This is an optimization exercise on Yosys and OpenROAD, whose aim is small area and a short achievable clock period, not a production implementation.
The RTL was checked by simulation tests, not by an equivalence proof against the original design.

==> flow/design.v (excerpt) <==
module mac_acc_sigmoid(
  input clk2,
  input rst2,
  input [127:0] pixelsIn,
  input [127:0] weightsIn,
  input [7:0] b,
  output [7:0] dout);
  reg [1:0] ph;        
  reg f;               
  reg [7:0] dreg;      
  wire ph0 = (ph == 2'd0);
  wire [21:0] sum;     
  always @(posedge clk2) begin
    ph <= rst2 ? 2'd0 : ph + 2'd1;
    f <= (ph == 2'd3);
  end
  reg acc0_0;
  reg acc1_0;
  reg acc2_0;
  reg acc0_1;
  reg acc1_1;
  reg acc2_1;
  reg acc0_2;
  reg acc1_2;
  reg acc2_2;
  reg acc0_3;
  reg acc1_3;
  reg acc2_3;
  reg acc0_4;
  reg acc1_4;
  reg acc2_4;
  reg acc0_5;
  reg acc1_5;
  reg acc2_5;
  reg acc0_6;
  reg acc1_6;
  reg acc2_6;
  reg acc0_7;
  reg acc1_7;
  reg acc2_7;
  reg acc0_8;
  reg acc1_8;
  reg acc2_8;
  reg acc0_9;
  reg acc1_9;
  reg acc2_9;
  reg acc0_10;
  reg acc1_10;
  reg acc2_10;
  reg acc0_11;
  reg acc1_11;
  reg acc2_11;
  reg acc0_12;
  reg acc1_12;
  reg acc2_12;
  ...
==> flow/config.mk <==
export PLATFORM = sky130hd
export DESIGN_NAME = mac_acc_sigmoid
export DESIGN_NICKNAME = mac_acc_sigmoid
export VERILOG_FILES = /design/flow/design.v
export SDC_FILE = /design/flow/constraint.sdc
export NUM_CORES = 4
export LEC_CHECK = 0
export ABC_AREA = 1
export CAP_MARGIN = 20
export CORE_MARGIN = 2
export CORE_UTILIZATION = 40
export GPL_ROUTABILITY_DRIVEN = 0
export SETUP_SLACK_MARGIN = 4.45
export SLEW_MARGIN = 20
export SYNTH_HIERARCHICAL = 1
==> flow/constraint.sdc <==
create_clock -name core_clock -period 11.5 [get_ports {clk2}]
set_input_delay 2.3000 -clock core_clock [delete_from_list [all_inputs] [get_ports {clk2}]]
set_output_delay 2.3000 -clock core_clock [all_outputs]
set_load 0.01 [all_outputs]
run.sh (not shown) runs the stock make flow with config.mk's settings and CLKGATE_MAP_FILE= SYNTH_SCRIPT=/design/flow/synth_recipe.tcl, a recipe that flattens the netlist after the stock synthesis.
The first run passed the timing, design-rule and antenna checks.
==> next run, changes <==
- SETUP_SLACK_MARGIN: 4.45 -> 4.6
After rerunning: Die area does not change. Utilization climbs by 1.2 points. Via count climbs by 0.31%. Clock-buffer cell count stays the same. Flip-flop and latch count stays the same.
==> next run, changes <==
- SETUP_SLACK_MARGIN: 4.6 -> 4.3
Maximum frequency shrinks by 2.5%.
Final cell count goes down by 0.63%.
==> next run, changes <==
- CORE_UTILIZATION: 40 -> 35
- SETUP_SLACK_MARGIN: 4.3 -> 4.45
Result:
- area after synthesis is unchanged
- wire length came out higher by 2.0%
- design area rises by 1.8%
- register-to-register slack is better by 20 ps
- core utilization falls by 4.9 points
- setup slack improves by 160 ps
- via count decreases by 0.71%
- critical path depth rises by 1
- non-clock buffer count climbs by 3
- hold slack loses 5.6 ps

== rev 12 ==
Another version of the RTL of mac_acc_sigmoid (not shown whole).
Size: ~3400 cells after synthesis, ~270 I/O pins, about 0.031 mm^2 of cells after synthesis.
make LEC_CHECK=0 ABC_AREA=1 CAP_MARGIN=20 CORE_MARGIN=2 CORE_UTILIZATION=40 PLACE_DENSITY=0.75 SETUP_SLACK_MARGIN=4.3 SLEW_MARGIN=20 SYNTH_HIERARCHICAL=1 finish   # period 11.5 ns
### rev 12 -> rev 13
diff --git a/flow/config.mk b/flow/config.mk
--- a/flow/config.mk
+++ b/flow/config.mk
@@ -10,6 +10,6 @@
 export CORE_MARGIN = 2
 export CORE_UTILIZATION = 40
-export PLACE_DENSITY = 0.75
-export SETUP_SLACK_MARGIN = 4.3
+export SETUP_SLACK_MARGIN = 4.45
 export SLEW_MARGIN = 20
 export SYNTH_HIERARCHICAL = 1
+export TNS_END_PERCENT = 10
Notes after the runs:
Between rev 13 and rev 12, the final layout net count figures differ only marginally. Rev 12 -> rev 13: clock slew at the register clock pins of the worst setup and hold paths flat. Summary of rev 13 over rev 12: met1 wire length moved up, first-pass iteration count of the detailed router moved up, area of the multi-input gates level, sequential share of layout area level. First-pass GRT wire length is lower on rev 13. Compared with rev 12, rev 13 shows a lower routed wire length. Across both runs, total number of cells along the worst setup path was lower for rev 13 than for rev 12. Compare rev 13 and rev 12 | least setup slack across all paths after layout lower: rev 13.

[separate check: timing with driven ports]
Ports are ideal in the flow. The routed layouts listed here were re-timed in OpenROAD. Step 1: set_driving_cell puts a clkbuf_16 on clk2 and a buf_2 on each other input, an assumption about the parent block. Step 2 adds t to the input delays and takes it off the output delays; t is the mean of the earliest and latest rising clock arrival at the registers after step 1. Input paths then give back, and output paths get back, about the clock's delay inside the block. Three values: ideal, step 1, step 2; two values: the first two.
run | t, ns | slack for setup (ns) | worst setup path at the end
the first run of note 1 | 0.446 | 4.447 / 4.417 / 3.971 | input to register
the second run of note 1 | 0.432 | 4.449 / 4.411 / 3.979 | input to register
the third run of note 1 | 0.434 | 4.268 / 4.295 / 3.860 | input to register
the fourth run of note 1 | 0.444 | 4.433 / 4.396 / 3.952 | input to register
rev 12 | 0.448 | 4.297 / 4.329 / 3.881 | input to register
rev 13 | 0.432 | 4.247 / 4.255 / 3.823 | input to register
After both steps setup and hold are still met in every run listed. The setup slack of the fourth run of note 1, which loses most, moves by -0.037 ns with the drivers and by -0.481 ns with both steps.
